Source: an optimization exercise on an open RTL-to-GDS flow (aim: small area, a short achievable clock period and few clock cycles). Production flows keep margins and buffers that such runs may drop. RTL that was checked went through simulation tests only; none was proved equivalent to the original. For run 2, only the layout was checked, not whether the RTL still works.

==> flow/design.v, too long to show whole: its modules and the start of the top module <==
// module PE: 2948 lines
module PE (
	input clk,
	input rst,
	input PE_en,
	input [13-1:0] i_config,
	input [32-1:0] ifmap,
	input [32-1:0] filter,
	input [32-1:0] ipsum,
	input ifmap_valid,
	input filter_valid,
	input ipsum_valid,
	input opsum_ready,
	output reg [32-1:0] opsum,
	output reg ifmap_ready,
	output reg filter_ready,
	output reg ipsum_ready,
	output reg opsum_valid
);
  // ...
==> flow/flow/run.sh <==
#!/bin/bash
# Layout flow: the standard synthesis, then a netlist pass (fapol.py) that
# re-polarises full adders to drop the inverters synthesis leaves between them,
# then the standard ORFS layout with repair_timing asked for extra setup margin.
set -euo pipefail
RES=$PWD/orfs/results/sky130hd/PE/base
LIB=$FLOW_HOME/platforms/sky130hd/lib/sky130_fd_sc_hd__tt_025C_1v80.lib
bash standard.sh synth > synth.log 2>&1
cp $RES/1_2_yosys.v $RES/1_2_yosys.orig.v
python3 flow/fapol.py $LIB $RES/1_2_yosys.orig.v $RES/1_2_yosys.v > fapol.log 2>&1
rm -f $RES/1_synth.odb
bash standard.sh SETUP_SLACK_MARGIN=8 TNS_END_PERCENT=100 finish > standard.log 2>&1
==> flow/flow/fapol.py <==
#!/usr/bin/env python3
"""Re-polarise full adders (and simple gates) in a mapped sky130hd netlist.

A full adder is self-dual: FA(~a, ~b, ~c) = (~cout, ~sum).  Yosys' extract_fa
leaves inverters between chained fa cells.  This pass chooses, for every fa
cell, whether it computes the true or the complemented function, and for some
simple gates whether to use the cell or its complement (nand2 <-> and2, ...),
so that as few inverters as possible are needed.  It then removes every
inverter and adds back one inverter per signal whose complement is still
read.  Flip-flops, ports and all other cells keep their function and names.

usage: fapol.py LIBERTY IN.v OUT.v [report]
"""
import re, sys, random, math
from collections import defaultdict, Counter

lib, fin, fout = sys.argv[1:4]
rng = random.Random(1)

# ---- liberty: pin directions and areas
txt = open(lib).read()
pindir, AREA = {}, {}
for chunk in re.split(r'\n\s*cell\s*\(', txt)[1:]:
    nm = re.match(r'\s*"?(\w+)"?', chunk).group(1)
    am = re.search(r'area\s*:\s*([\d.]+)', chunk)
    if am:
        AREA[nm] = float(am.group(1))
    d = {}
    for pm in re.finditer(r'\bpin\s*\(\s*"?(\w+)"?\s*\)\s*\{[^{}]*?direction\s*:\s*"?(\w+)"?', chunk, re.S):
        d[pm.group(1)] = pm.group(2)
    pindir[nm] = d
INV = AREA["sky130_fd_sc_hd__inv_1"]

# ---- netlist
src = open(fin).read()
inst_re = re.compile(r'^  (sky130_fd_sc_hd__\w+)\s+(\\\S+ |\S+)\s*\((.*?)\);\n', re.M | re.S)
pin_re = re.compile(r'\.(\w+)\(\s*(\\\S+ |[^()]*?)\s*\)')
insts = []
for m in inst_re.finditer(src):
    pins = [(p, n.strip()) for p, n in pin_re.findall(m.group(3))]
    insts.append(dict(typ=m.group(1), name=m.group(2), pins=pins, span=m.span()))
if re.search(r'^\s*assign\s', src, re.M):
    sys.exit("fapol: netlist has assign statements; not handled")
outports = set()
for m in re.finditer(r'^\s*output\s+(\[(\d+):(\d+)\]\s+)?(\w+);', src, re.M):
    if m.group(1):
        hi, lo = int(m.group(2)), int(m.group(3))
        for b in range(min(hi, lo), max(hi, lo) + 1):
            outports.add(f"{m.group(4)}[{b}]")
    else:
        outports.add(m.group(4))

def is_inv(t): return re.fullmatch(r'sky130_fd_sc_hd__(inv|clkinv)_\d+', t) is not None
def is_fa(t): return re.fullmatch(r'sky130_fd_sc_hd__fa_\d+', t) is not None

driver = {}
for i, ins in enumerate(insts):
    for p, n in ins['pins']:
        if pindir[ins['typ']].get(p) == 'output' and n:
            driver[n] = (i, p)

def root(n):
    par = 0
    for _ in range(1000):
        if n in driver and is_inv(insts[driver[n][0]]['typ']):
            n = dict(insts[driver[n][0]]['pins'])['A']
            par ^= 1
        else:
            return n, par
    sys.exit("fapol: inverter loop")

cons = defaultdict(list)          # root -> [(inst or None, pin/port, parity)]
for i, ins in enumerate(insts):
    if is_inv(ins['typ']):
        continue
    for p, n in ins['pins']:
        if pindir[ins['typ']].get(p) == 'input' and n and not n.startswith("1'"):
            r, par = root(n)
            cons[r].append((i, p, par))
for n in outports:
    r, par = root(n)
    cons[r].append((None, n, par))

fas = [i for i, ins in enumerate(insts) if is_fa(ins['typ'])]
s = {i: 0 for i in fas}
fa_of_root = {}
for i in fas:
    for p, n in insts[i]['pins']:
        if p in ('SUM', 'COUT'):
            fa_of_root[n] = i
fa_inroots = defaultdict(set)
for r, lst in cons.items():
    for ci, p, par in lst:
        if ci is not None and ci in s:
            fa_inroots[ci].add(r)

COMP = {}
for a, b in [("nand2_1", "and2_1"), ("nor2_1", "or2_1"), ("xor2_1", "xnor2_1"),
             ("nand3_1", "and3_1"), ("nor3_1", "or3_1"), ("a21oi_1", "a21o_1"),
             ("o21ai_0", "o21a_1"), ("a22oi_1", "a22o_1"), ("o22ai_1", "o22a_1"),
             ("mux2i_1", "mux2_1"), ("a211oi_1", "a211o_1"), ("o211ai_1", "o211a_1"),
             ("nand4_1", "and4_1"), ("nor4_1", "or4_1"), ("a31oi_1", "a31o_1"),
             ("o31ai_1", "o31a_1")]:
    COMP["sky130_fd_sc_hd__" + a] = "sky130_fd_sc_hd__" + b
    COMP["sky130_fd_sc_hd__" + b] = "sky130_fd_sc_hd__" + a
gates = {}
for i, ins in enumerate(insts):
    if ins['typ'] in COMP:
        outs = [n for p, n in ins['pins'] if pindir[ins['typ']].get(p) == 'output']
        if len(outs) == 1 and outs[0] in cons:
            gates[i] = outs[0]
g_of_root = {n: i for i, n in gates.items()}
gs = {i: 0 for i in gates}

def pol(r):
    if r in fa_of_root: return s[fa_of_root[r]]
    if r in g_of_root: return gs[g_of_root[r]]
    return 0
def need_inv(r):
    pi = pol(r)
    for ci, p, par in cons[r]:
        if par ^ (s[ci] if (ci is not None and ci in s) else 0) != pi:
            return 1
    return 0
def affected(i):
    rs = set(fa_inroots[i])
    for p, n in insts[i]['pins']:
        if p in ('SUM', 'COUT') and n in cons:
            rs.add(n)
    return rs
def gdelta(i):
    t0 = insts[i]['typ']
    return AREA[COMP[t0]] - AREA[t0]

ninv_old = sum(1 for ins in insts if is_inv(ins['typ']))
before = sum(need_inv(r) for r in cons)

# ---- simulated annealing over fa polarities and gate types
moves = [("f", i) for i in fas] + [("g", i) for i in gates]
cur = before * INV
best_cost, best = cur, (dict(s), dict(gs))
T0, T1, N = 4.0, 0.02, 400000
for step in range(N):
    T = T0 * (T1 / T0) ** (step / N)
    kind, i = moves[rng.randrange(len(moves))]
    if kind == "f":
        rs = affected(i)
        c0 = sum(need_inv(r) for r in rs) * INV
        s[i] ^= 1
        d = sum(need_inv(r) for r in rs) * INV - c0
        if d <= 0 or rng.random() < math.exp(-d / T):
            cur += d
        else:
            s[i] ^= 1
    else:
        r = gates[i]
        c0 = need_inv(r) * INV
        gs[i] ^= 1
        d = need_inv(r) * INV + (gdelta(i) if gs[i] else -gdelta(i)) - c0
        if d <= 0 or rng.random() < math.exp(-d / T):
            cur += d
        else:
            gs[i] ^= 1
    if cur < best_cost - 1e-9:
        best_cost, best = cur, (dict(s), dict(gs))
s, gs = best
for i in gates:
    if gs[i]:
        old_t = insts[i]['typ']; new_t = COMP[old_t]
        oo = [p for p, dd in pindir[old_t].items() if dd == 'output']
        no = [p for p, dd in pindir[new_t].items() if dd == 'output']
        assert len(oo) == 1 and len(no) == 1
        insts[i]['pins'] = [((no[0] if p == oo[0] else p), n) for p, n in insts[i]['pins']]
        assert set(p for p, n in insts[i]['pins']) <= set(pindir[new_t]), (old_t, new_t)
        insts[i]['typ'] = new_t
after = sum(need_inv(r) for r in cons)

# ---- rebuild
def fmt(n):
    return n.rstrip() + ' ' if n.startswith('\\') else n
newinv, newwires = {}, []
def phys(r, want):
    if want == pol(r):
        return r
    if r not in newinv:
        k = len(newinv)
        newinv[r] = f"fapol_n{k}"
        newwires.append((f"fapol_inv{k}", r, f"fapol_n{k}"))
    return newinv[r]
newpins = {}
for r, lst in cons.items():
    for ci, p, par in lst:
        req = par ^ (s[ci] if (ci is not None and ci in s) else 0)
        newpins[(ci, p)] = phys(r, req)

out, pos = [], 0
for i, ins in enumerate(insts):
    a, b = ins['span']
    out.append(src[pos:a]); pos = b
    if is_inv(ins['typ']):
        continue
    pins = [(p, newpins.get((i, p), n)) for p, n in ins['pins']]
    body = ",\n".join(f"    .{p}({fmt(n)})" for p, n in pins)
    out.append(f"  {ins['typ']} {ins['name']} (\n{body}\n  );\n")
tail = src[pos:]
extra = []
for n in sorted(outports):
    pn = newpins[(None, n)]
    if pn != n:
        extra.append(f"  sky130_fd_sc_hd__buf_1 fapol_obuf{len(extra)} (\n    .A({fmt(pn)}),\n    .X({n})\n  );\n")
decl = "".join(f"  wire {w};\n" for _, _, w in newwires)
invs = "".join(f"  sky130_fd_sc_hd__inv_1 {nm} (\n    .A({fmt(r)}),\n    .Y({w})\n  );\n" for nm, r, w in newwires)
res = "".join(out)
hdr_end = res.index(');\n') + 3
res = res[:hdr_end] + decl + res[hdr_end:]
tail = tail.replace("endmodule", invs + "".join(extra) + "endmodule", 1)
open(fout, "w").write(res + tail)
print(f"fapol: {len(fas)} fa cells, {sum(s.values())} flipped; {sum(gs.values())} gates swapped; "
      f"inverters {ninv_old} -> {len(newwires)}, port buffers {len(extra)}; area change "
      f"{(len(newwires) - ninv_old) * INV + sum(gdelta(i) * 0 for i in gates):.0f} um2 (inverters only)")
if len(sys.argv) > 4:
    c = Counter()
    for nm, r, w in newwires:
        t = (insts[driver[r][0]]['typ'][18:] + "." + driver[r][1]) if r in driver else "port"
        kinds = Counter(insts[ci]['typ'][18:] if ci is not None else 'port' for ci, p, par in cons[r])
        c[(t, tuple(sorted(kinds)))] += 1
    for k, v in c.most_common(15): print(v, k)
==> flow/standard.sh <==
#!/bin/bash
# synth_recipe.tcl (not shown) runs the flow's synth.tcl, then flattens the netlist and writes it again
# the make line also repeats each setting of config.mk as NAME=value (left out here)
make -C /OpenROAD-flow-scripts/flow DESIGN_CONFIG=/design/flow/config.mk WORK_HOME=/design/flow/orfs CLKGATE_MAP_FILE= SYNTH_SCRIPT=/design/flow/synth_recipe.tcl "${@:-finish}"
==> flow/config.mk <==
export PLATFORM = sky130hd
export DESIGN_NAME = PE
export DESIGN_NICKNAME = PE
export VERILOG_FILES = /design/flow/design.v
export SDC_FILE = /design/flow/constraint.sdc
export NUM_CORES = 8
export LEC_CHECK = 0
export CAP_MARGIN = 20
export CORE_MARGIN = 2
export CORE_UTILIZATION = 40
export SLEW_MARGIN = 20
==> flow/constraint.sdc <==
create_clock -name core_clock -period 12.0 [get_ports {clk}]
set_input_delay 2.4000 -clock core_clock [delete_from_list [all_inputs] [get_ports {clk}]]
set_output_delay 2.4000 -clock core_clock [all_outputs]
set_load 0.01 [all_outputs]
==> key figures, run 1 <==
Detailed routing
  • Drt wl/cell: 34.0 um
  • Met3 routed WL: 16,600 um

Cells and area
  • Most common cell after layout, fill and taps aside: edfxtp_1
  • Area taken by flip-flops and latches: 27,300 sq um
  • Signal buf overhead: 7.14%
  • Final core occ: 48.7%
  • Fillers: 12.1k
  • Clock buf count: 132
  • Largest class: multi-input gates
  • Reg with most FFs: fmem

Die
  • Core footprint: 139,000 sq um
  • DIE AREA: 143,000 sq um

CTS
  • Register clock-pin slew on the reported worst setup and hold paths: 0.06 ns
  • H-tree levels: 3

Setup path
  • Cell repeated most along the worst path: buf_8
  • Max incr delay on CP: 0.48 ns
  • WS Path Type: in2reg
  • Reg-to-reg startpoint: sk1

Run status
  • Status: finished clean

Worst hold path
  • Worst Hold End: cb_2_0

GRT
  • Total grt overflow: 0

Timing
  • Max Freq: 0.240 GHz
  • Skew final: 0.0578 ns
Testbench counts, summed over its fixed seeds: cycles 9,744.
==> inputs of run 2 (changes only) <==
--- a/flow/design.v
+++ b/flow/design.v
@@ -23,170 +23,202 @@
 reg cst;           
 reg [1:0] cp;      
 reg [4:0] ccol;    
 reg [1:0] cq;      
 wire f_fire = filter_valid & filter_ready;
 wire i_fire = ifmap_valid & ifmap_ready;
 wire p_fire = ipsum_valid & ipsum_ready;
 reg vA, lA, vB, lB, olast;
-reg [1:0] np;                       
-wire o_free = !opsum_valid | opsum_ready;
-wire hasp = (np != 2'd0);
-wire c_go = vB & hasp & o_free;            
-wire adv = !vB | (hasp & !opsum_valid) | (vB & hasp & opsum_ready);    
+reg np;                             
+reg sfull, slast;                   
+reg [31:0] sk_o;
+wire o_take = !opsum_valid | opsum_ready;
+wire hasp = np;
+wire c_go = vB & hasp & !sfull;            
+wire adv = !vB | c_go;                     
 wire job_end = opsum_valid & opsum_ready & olast;
-reg [383:0] fmem;
+reg [95:0] stg;                   
+reg stg_full;                     
+reg [1:0] stg_k;                  
+reg [95:0] R0, R1, R2, R3;
+reg [2:0] T0, T1, T2, T3;         
 reg [2:0] kw;      
 reg [1:0] fr;      
 reg fdone;         
+wire e_dw = busy ? cdw : i_config[12];
 wire [1:0] e_rs = busy ? crs : i_config[11:10];
 wire [1:0] e_p = busy ? cp : i_config[8:7];
 wire f_rowlast = (fr == e_rs);
 wire f_last = f_rowlast & (kw[1:0] == e_p);
+wire f_store = f_fire & (!e_dw | (kw == 3'd0));
+wire f_done_one = f_store & f_rowlast;
+wire ins_rule = cdw ? !T1[2] : ((stg_k == 2'd0) | (T0[2] & (T0[1:0] == stg_k - 2'd1)));
+wire ins = stg_full & ins_rule;
 always @(posedge clk) begin
-	for (i = 0; i < 12; i = i + 1)
-		if (f_fire && kw[1:0] == i / 3 && fr == i % 3)
-			fmem[i*32 +: 32] <= filter;
+	if (f_store && fr == 2'd0) stg[31:0] <= filter;
+	if (f_store && fr == 2'd1) stg[63:32] <= filter;
+	if (f_store && fr == 2'd2) stg[95:64] <= filter;
+	R0 <= ins ? stg : R1;
+	R1 <= R2;
+	R2 <= R3;
+	R3 <= R0;
 end
+wire stg_full_next = f_done_one | (stg_full & !(ins & !cdw));
+wire [1:0] stg_k_next = f_done_one ? kw[1:0] : stg_k;
+wire [2:0] T0_next = ins ? {1'b1, stg_k} : T1;
+wire ins_next = stg_full_next & (cdw ? !T2[2] :
+	((stg_k_next == 2'd0) | (T0_next[2] & (T0_next[1:0] == stg_k_next - 2'd1))));
+wire fdone_next = fdone | (f_fire & f_last);
 always @(posedge clk or posedge rst) begin
 	if (rst) begin
 		kw <= 3'd0; fr <= 2'd0; fdone <= 1'b0; filter_ready <= 1'b0;
+		stg_full <= 1'b0; stg_k <= 2'd0;
+		T0 <= 3'd0; T1 <= 3'd0; T2 <= 3'd0; T3 <= 3'd0;
 	end else if (job_end) begin
 		kw <= 3'd0; fr <= 2'd0; fdone <= 1'b0; filter_ready <= 1'b1;
-	end else if (f_fire) begin
-		fr <= f_rowlast ? 2'd0 : fr + 2'd1;
-		if (f_rowlast) kw <= kw + 3'd1;
-		if (f_last) fdone <= 1'b1;
-		filter_ready <= !f_last;
+		stg_full <= 1'b0; stg_k <= 2'd0;
+		T0 <= 3'd0; T1 <= 3'd0; T2 <= 3'd0; T3 <= 3'd0;
 	end else begin
-		filter_ready <= !fdone;
+		if (f_fire) begin
+			fr <= f_rowlast ? 2'd0 : fr + 2'd1;
+			if (f_rowlast) kw <= kw + 3'd1;
+		end
+		fdone <= fdone_next;
+		stg_full <= stg_full_next;
+		stg_k <= stg_k_next;
+		T0 <= T0_next; T1 <= T2; T2 <= T3; T3 <= T0;
+		filter_ready <= !fdone_next & !(stg_full_next & !ins_next & !cdw);
 	end
 end
-reg [31:0] q0, q1, q2, q3, q4;
+reg [31:0] q0, q1, q2, q3;
 reg [2:0] nq;
 reg [4:0] ci;      
 reg [1:0] ki;      
 reg idone;         
-reg [3:0] sk0;     
-reg sk1, sk2, sk3;
 reg [11:0] xen;    
+reg [3:0] dwl;     
+reg [11:0] lm;     
 wire [1:0] nout_m1 = cdw ? cq : cp;
 wire last_in_col = (ki == nout_m1);
 wire last_col = (ci == ccol);
 wire win_ok = (nq > {1'b0, crs}) & (!last_in_col | last_col | !cst | (nq >= 3'd2));
-wire filt_ok = cdw ? (kw != 3'd0) : (kw > {1'b0, ki});
+wire filt_ok = T0[2] & (cdw | (T0[1:0] == ki));
 wire fin_ok = !(last_in_col & last_col) | fdone;
 wire can_issue = busy & !idone & win_ok & filt_ok & fin_ok;
 wire issue = can_issue & adv;
 wire pop = issue & last_in_col & !last_col;
 wire [2:0] nq_pop = pop ? (nq - {2'b0, cst} - 3'd1) : nq;
 wire [31:0] iword = ifmap ^ 32'h80808080;
 always @(posedge clk) begin
 	if (i_fire && nq_pop == 3'd0) q0 <= iword; else if (pop) q0 <= cst ? q2 : q1;
 	if (i_fire && nq_pop == 3'd1) q1 <= iword; else if (pop) q1 <= cst ? q3 : q2;
-	if (i_fire && nq_pop == 3'd2) q2 <= iword; else if (pop) q2 <= cst ? q4 : q3;
-	if (i_fire && nq_pop == 3'd3) q3 <= iword; else if (pop) q3 <= q4;
-	if (i_fire && nq_pop == 3'd4) q4 <= iword;
+	if (i_fire && nq_pop == 3'd2) q2 <= iword; else if (pop && !cst) q2 <= q3;
+	if (i_fire && nq_pop == 3'd3) q3 <= iword;
 end
 wire [2:0] nq_next = nq_pop + {2'b0, i_fire};
+reg [31:0] p0;
+wire np_next = (np & !c_go) | p_fire;
+wire vB_next = adv ? vA : vB;
+wire sfull_next = !o_take & (sfull | c_go);
+wire c_go_next = vB_next & np_next & !sfull_next;
+wire adv_n = !vB_next | c_go_next;
+wire [1:0] ki_n = issue ? (last_in_col ? 2'd0 : ki + 2'd1) : ki;
+wire [4:0] ci_n = (issue & last_in_col & !last_col) ? ci + 5'd1 : ci;
+wire idone_n = idone | (issue & last_in_col & last_col);
+wire lic_n = (ki_n == nout_m1);
+wire lc_n = (ci_n == ccol);
+wire filt_ok_n = T0_next[2] & (cdw | (T0_next[1:0] == ki_n));
+wire pop_n = busy & !job_end & !idone_n & filt_ok_n & adv_n & lic_n & !lc_n;
 always @(posedge clk or posedge rst) begin
 	if (rst) begin
 		nq <= 3'd0; ifmap_ready <= 1'b0;
 	end else if (job_end) begin
 		nq <= 3'd0; ifmap_ready <= 1'b1;
 	end else begin
 		nq <= nq_next;
-		ifmap_ready <= (nq_next != 3'd5);
+		ifmap_ready <= (nq_next != 3'd4) | pop_n;
 	end
 end
-reg [31:0] p0, p1;
-wire [1:0] np_go = np - {1'b0, c_go};
-wire [1:0] np_next = np_go + {1'b0, p_fire};
 always @(posedge clk) begin
-	if (p_fire && np_go == 2'd0) p0 <= ipsum; else if (c_go) p0 <= p1;
-	if (p_fire && np_go == 2'd1) p1 <= ipsum;
+	if (p_fire) p0 <= ipsum;
 end
 always @(posedge clk or posedge rst) begin
 	if (rst) begin
-		np <= 2'd0; ipsum_ready <= 1'b0;
+		np <= 1'b0; ipsum_ready <= 1'b0;
 	end else begin
 		np <= np_next;
-		ipsum_ready <= (np_next != 2'd2);
+		ipsum_ready <= !np_next | c_go_next;
 	end
 end
 always @(posedge clk or posedge rst) begin
 	if (rst) begin
 		busy <= 1'b0;
 		cdw <= 1'b0; crs <= 2'd0; cst <= 1'b0; cp <= 2'd0; ccol <= 5'd0; cq <= 2'd0;
 		ci <= 5'd0; ki <= 2'd0; idone <= 1'b0;
-		sk0 <= 4'd0; sk1 <= 1'b0; sk2 <= 1'b0; sk3 <= 1'b0; xen <= 12'd0;
+		xen <= 12'd0; dwl <= 4'd0; lm <= 12'd0;
 	end else begin
 		if (PE_en && !busy) begin
 			busy <= 1'b1;
 			cdw <= i_config[12]; crs <= i_config[11:10]; cst <= i_config[9];
 			cp <= i_config[8:7]; ccol <= i_config[6:2]; cq <= i_config[1:0];
 		end
-		if (PE_en && !busy) begin
-			sk0 <= i_config[12] ? 4'b0001 : 4'b1111; sk1 <= 1'b0; sk2 <= 1'b0; sk3 <= 1'b0;
-			for (i = 0; i < 12; i = i + 1)
-				xen[i] <= (i / 4 <= i_config[11:10]) & (i_config[12] | (i % 4 <= i_config[1:0]));
-		end
+		xen <= xen_n; dwl <= dwl_n; lm <= xen_n & {3{dwl_n}};
 		if (job_end) begin
 			busy <= 1'b0; ci <= 5'd0; ki <= 2'd0; idone <= 1'b0;
 		end else if (issue) begin
-			if (cdw) begin
-				sk0 <= last_in_col ? 4'b0001 : {sk0[2:0], 1'b0};
-			end else begin
-				sk0 <= {4{last_in_col}};
-				sk1 <= !last_in_col & (ki == 2'd0);
-				sk2 <= !last_in_col & (ki == 2'd1);
-				sk3 <= !last_in_col & (ki == 2'd2);
-			end
 			if (last_in_col) begin
 				ki <= 2'd0;
 				if (last_col) idone <= 1'b1; else ci <= ci + 5'd1;
 			end else begin
 				ki <= ki + 2'd1;
 			end
 		end
 	end
 end
 always @(posedge clk or posedge rst) begin
 	if (rst) begin
 		vA <= 1'b0; lA <= 1'b0; vB <= 1'b0; lB <= 1'b0;
-		opsum_valid <= 1'b0; olast <= 1'b0;
+		opsum_valid <= 1'b0; olast <= 1'b0; sfull <= 1'b0; slast <= 1'b0;
 	end else begin
 		if (adv) begin
 			vA <= can_issue; lA <= last_in_col & last_col;
 			vB <= vA; lB <= lA;
 		end
-		opsum_valid <= c_go | (opsum_valid & !opsum_ready);
-		if (c_go) olast <= lB;
+		if (o_take) begin
+			opsum_valid <= sfull | c_go;
+			olast <= sfull ? slast : lB;
+			sfull <= 1'b0;
+		end else if (c_go) begin
+			sfull <= 1'b1;
+			slast <= lB;
+		end
+	end
+end
+reg [11:0] xen_n;
+reg [3:0] dwl_n;
+always @(*) begin
+	xen_n = xen;
+	dwl_n = dwl;
+	if (PE_en && !busy) begin
+		for (i = 0; i < 12; i = i + 1)
+			xen_n[i] = (i / 4 <= i_config[11:10]) & (i_config[12] | (i % 4 <= i_config[1:0]));
+		dwl_n = i_config[12] ? 4'b0001 : 4'b1111;
+	end else if (issue & cdw) begin
+		dwl_n = last_in_col ? 4'b0001 : {dwl[2:0], 1'b0};
 	end
 end
 wire [7:0] fs00, fs01, fs02, fs03, fs10, fs11, fs12, fs13, fs20, fs21, fs22, fs23;
 wire [7:0] xs00, xs01, xs02, xs03, xs10, xs11, xs12, xs13, xs20, xs21, xs22, xs23;
-function [7:0] fsel(input [1:0] r, input [1:0] ch);
-	begin
-		fsel = ({8{sk0[ch]}} & fmem[(0*3 + r)*32 + ch*8 +: 8])
-		     | ({8{sk1}} & fmem[(1*3 + r)*32 + ch*8 +: 8])
-		     | ({8{sk2}} & fmem[(2*3 + r)*32 + ch*8 +: 8])
-		     | ({8{sk3}} & fmem[(3*3 + r)*32 + ch*8 +: 8]);
-	end
-endfunction
-assign fs00 = fsel(2'd0, 2'd0); assign fs01 = fsel(2'd0, 2'd1); assign fs02 = fsel(2'd0, 2'd2); assign fs03 = fsel(2'd0, 2'd3);
-assign fs10 = fsel(2'd1, 2'd0); assign fs11 = fsel(2'd1, 2'd1); assign fs12 = fsel(2'd1, 2'd2); assign fs13 = fsel(2'd1, 2'd3);
-assign fs20 = fsel(2'd2, 2'd0); assign fs21 = fsel(2'd2, 2'd1); assign fs22 = fsel(2'd2, 2'd2); assign fs23 = fsel(2'd2, 2'd3);
-wire [31:0] xm0 = q0 & {{8{xen[3]}}, {8{xen[2]}}, {8{xen[1]}}, {8{xen[0]}}};
-wire [31:0] xm1 = q1 & {{8{xen[7]}}, {8{xen[6]}}, {8{xen[5]}}, {8{xen[4]}}};
-wire [31:0] xm2 = q2 & {{8{xen[11]}}, {8{xen[10]}}, {8{xen[9]}}, {8{xen[8]}}};
-assign {xs03, xs02, xs01, xs00} = xm0;
-assign {xs13, xs12, xs11, xs10} = xm1;
-assign {xs23, xs22, xs21, xs20} = xm2;
+assign {fs03, fs02, fs01, fs00} = R0[31:0];
+assign {fs13, fs12, fs11, fs10} = R0[63:32];
+assign {fs23, fs22, fs21, fs20} = R0[95:64];
+assign {xs03, xs02, xs01, xs00} = q0 & {{8{lm[3]}}, {8{lm[2]}}, {8{lm[1]}}, {8{lm[0]}}};
+assign {xs13, xs12, xs11, xs10} = q1 & {{8{lm[7]}}, {8{lm[6]}}, {8{lm[5]}}, {8{lm[4]}}};
+assign {xs23, xs22, xs21, xs20} = q2 & {{8{lm[11]}}, {8{lm[10]}}, {8{lm[9]}}, {8{lm[8]}}};
 reg ca_0_0;
 reg ca_0_1;
 reg ca_1_0;
 reg ca_2_0;
 reg ca_2_1;
 reg ca_2_2;
 reg ca_2_3;
 reg ca_3_0;
@@ -2938,11 +2970,12 @@
 		cb_16_0 <= t_2192;
 		cb_16_1 <= t_2223;
 		cb_16_2 <= t_2222;
 		cb_17_0 <= t_2194;
 		cb_17_1 <= t_2225;
 		cb_17_2 <= t_2224;
 		cb_18_0 <= t_2226;
 	end
-	if (c_go) opsum <= result;
+	if (o_take) opsum <= sfull ? sk_o : result;
+	if (!o_take && c_go) sk_o <= result;
 end
 endmodule
--- a/flow/flow/run.sh
+++ b/flow/flow/run.sh
@@ -4,9 +4,9 @@
 # then the standard ORFS layout with repair_timing asked for extra setup margin.
 set -euo pipefail
 RES=$PWD/orfs/results/sky130hd/PE/base
 LIB=$FLOW_HOME/platforms/sky130hd/lib/sky130_fd_sc_hd__tt_025C_1v80.lib
 bash standard.sh synth > synth.log 2>&1
 cp $RES/1_2_yosys.v $RES/1_2_yosys.orig.v
 python3 flow/fapol.py $LIB $RES/1_2_yosys.orig.v $RES/1_2_yosys.v > fapol.log 2>&1
 rm -f $RES/1_synth.odb
-bash standard.sh SETUP_SLACK_MARGIN=8 TNS_END_PERCENT=100 finish > standard.log 2>&1
+bash standard.sh SETUP_SLACK_MARGIN=8.4 TNS_END_PERCENT=100 'BUFFER_PORTS_ARGS=-buffer_cell sky130_fd_sc_hd__buf_2' finish > standard.log 2>&1
==> flow/config.mk (replaced) <==
export PLATFORM = sky130hd
export DESIGN_NAME = PE
export DESIGN_NICKNAME = PE
export VERILOG_FILES = /design/flow/design.v
export SDC_FILE = /design/flow/constraint.sdc
export NUM_CORES = 8
export LEC_CHECK = 0
export CAP_MARGIN = 20
export CORE_MARGIN = 2
export CORE_UTILIZATION = 40
export CTS_CLUSTER_DIAMETER = 80
export CTS_CLUSTER_SIZE = 30
export SLEW_MARGIN = 20
==> key figures, run 2 <==
Job
  • Max-cap violations: 0 (unchanged)

Die
  • DIE AREA: 137,000 sq um (was 143,000 sq um)
  • Die W: 370 um (was 378 um)
  • Effective utilization at floorplan: 40.2% (about the same)
  • Core footprint: 133,000 sq um (was 139,000 sq um)
  • I/O pins: 152 (unchanged)
  • Die H: 370 um (was 378 um)
  • Cell Rows: 134 (was 137)

Detailed routing
  • DRC: 0 (unchanged)
  • DR vias/cell: 5.58 (was 5.67)
  • Routed Antenna Nets: 0 (unchanged)
  • WL final: 160,000 um (was 213,000 um)
  • Router iterations before antenna repair: 6 (unchanged)
  • Via count: 31.2k (was 35.4k)
  • Starting DRT DRC Count: 3,421 (was 3,891)
  • Drt wl/cell: 28.6 um (was 34.0 um)

Yosys
  • Synthesis warning total: 1 (unchanged)
  • Cell Area, Synth: 53,500 sq um (was 55,900 sq um)
  • Syn nets: 4,579 (was 4,806)
  • Post-synthesis area per instance: 14.6 sq um (was 14.4 sq um)
  • Cell count after synthesis: 3,654 (was 3,875)

Timing
  • Post-layout worst setup margin: 8.31 ns (was 7.83 ns)
  • Setup Viol. Count Final: 0 (unchanged)
  • Final setup TNS: 0 ns (unchanged)
  • Tmin final: 3.69 ns (was 4.17 ns)
  • Worst Tran Pin Value: 0.995 ns (was 1.16 ns)
  • Skew final: 0.0334 ns (was 0.0578 ns)
  • Final Hold Viols: 0 (unchanged)
  • Pins over their slew limit: 0 (unchanged)
  • Period utilization: 30.8% (was 34.7%)
  • RSZ-0062 raised after global routing: true (unchanged)
  • Worst slew margin: 33.6% (was 22.6%)
  • Max Freq: 0.271 GHz (was 0.240 GHz)

Setup path
  • Worst Path Arrival: 4.31 ns (was 4.68 ns)
  • Setup crit end kind: register (unchanged)
  • Startpoint Class: input port (unchanged)
  • CP max FO: 4 (was 5)
  • WP data required: 12.62 ns (was 12.51 ns)
  • WS Path Type: in2reg (unchanged)

Cells and area
  • Multi-input logic area: 27,200 sq um (was 29,400 sq um)
  • Final core occ: 44.4% (was 48.7%)
  • Most common cell after layout, fill and taps aside: fa_1 (was edfxtp_1)
  • Most frequent cells in the layout: fa_1, edfxtp_1, and3_1 (was edfxtp_1, fa_1, nor2_1)
  • Final instance area: 59,100 sq um (was 67,900 sq um)
  • Nets: 4,703 (was 5,223)
  • Fillers: 12.0k (was 12.1k)
  • Area Overhead vs Synth: 10.5% (was 21.3%)
  • Layout cells sized above 1: 17.9% (was 27.2%)
  • Area taken by flip-flops and latches: 26,000 sq um (was 27,300 sq um)

GRT
  • Total track usage: 23.3% (was 29.7%)
  • Initial antenna violation count: 23 (was 13)
  • First-pass GRT wire length: 228,000 um (was 288,000 um)
  • Largest net degree at the start of global routing: 96 (was 82)
  • Total grt overflow: 0 (unchanged)
  • Number of global-route vias before repair: 32.2k (was 36.6k)

CTS
  • CTS root buf: clkbuf_16 (unchanged)
  • Clock buffer depth: 3 (unchanged)
  • Clock Sinks: 1,006 (was 917)
  • Register clock-pin slew on the reported worst setup and hold paths: 0.11 ns (was 0.06 ns)
  • Skew-Pair Late Insertion Delay: 0.70 ns (was 0.76 ns)
  • TritonCTS clock tree: yes (unchanged)
  • TritonCTS Buffers: 51 (was 100)
  • H-tree levels: 2 (was 3)

Place
  • Dpl cell area: 56,200 sq um (was 60,200 sq um)
  • I/O Buffers: 151 (unchanged)
  • Post-Place Worst Slack: 7.37 ns (was 5.61 ns)
  • GPL Wtd Cong: 0.999 (was 1.08)
  • Post-DP HPWL: 125,000 um (was 165,000 um)

Worst hold path
  • Worst Hold Class: reg2reg (unchanged)

Run status
  • Status: finished clean (unchanged)
-- run 2: worst paths after layout --
| path | from | end | slack (ns) | cells after the start |
|---|---|---|---|---|
| worst max-delay path | i_config[11] | filter_ready | 8.31 | 11 |
| worst min-delay path | R2[65] | R1[65] | 0.31 | 0 |
| worst max register to register | cb_4_2 | opsum[20] | 8.32 | 11 |
| worst min register to register | R2[65] | R1[65] | 0.31 | 0 |
| max in group asynchronous | rst | lm[4] | 9.43 | 3 |
| min in group asynchronous | rst | ccol[3] | 1.95 | 3 |
-- run 2: layout make-up --
cell class / count / area share (%)
Antenna cell: 4 / 0.0169
Clock buffer: 63 / 2.29
Clock inverter: 32 / 0.789
Inverter: 95 / 0.614
Multi-Input combinational cell: 2396 / 46.1
Sequential cell: 1006 / 43.9
Tap cell: 1768 / 3.74
Timing Repair Buffer: 228 / 2.57
-- run 2: timing repair --
item / CTS / global route
pin swaps: 23 / 37
setup endpoints to repair: 369 / 336
buffers inserted: 29 / 17
gates resized for setup: 72 / 94
hold buffers: 0 / 0
hold endpoints to repair: 0 / 0
cloned: 3 / 0
-- run 2: worst max-delay path, stage by stage --
cell,delay [ns]
buf_2,0.14
mux2i_4,0.20
xnor2_2,0.10
nor2_2,0.15
nand2_2,0.10
inv_4,0.10
mux2i_2,0.23
ha_1,0.27
xor2_1,0.15
or3_1,0.31
a31oi_1,0.17
-- run 2: routing by layer --
layer	part of all wire, %	global-route usage, %
met5	0.024	0
met4	3.4	6.96
met3	9.4	5.27
met2	45	36.0
met1	43	33.0
-- run 2: per-stage QoR --
stage | cells | hold slack (ns)
2_1_floorplan | 3654 | 0.310
3_3_place_gp | 5444 | 0.310
3_5_place_dp | 5444 | 0.312
4_1_cts | 5571 | 0.313
5_1_grt | 5590 | 0.315
6_report | 5592 | 0.311

-- separate check: timing with driven ports --
The results above use ideal ports. As a check the final layouts listed here were re-extracted and re-timed, cells and wires unchanged. Step 1 assumes that a clkbuf_16 drives the clock port and a buf_2 every other input. Step 2 also shifts input and output timing later by t, the mid clock arrival at the registers, as if the neighbouring blocks saw the same clock. Three values: ideal ports, drivers, drivers and shift; two values: the first two.
run | t, ns | setup slack, ns | hold WS [ns] | worst setup path after step 2 | slew at the worst register clock pin (ns)
run 1 | 0.821 | 7.830 / 7.831 / 7.027 | 0.422 / 0.422 / 0.422 | input to register | 0.07 / 0.07
run 2 | 0.764 | 8.305 / 8.227 / 7.602 | 0.311 / 0.311 / 0.311 | input to register | 0.11 / 0.11
After both steps setup and hold are still met in every run listed. The setup slack of run 1, which loses most, moves by +0.001 ns with the drivers and by -0.803 ns with both steps.
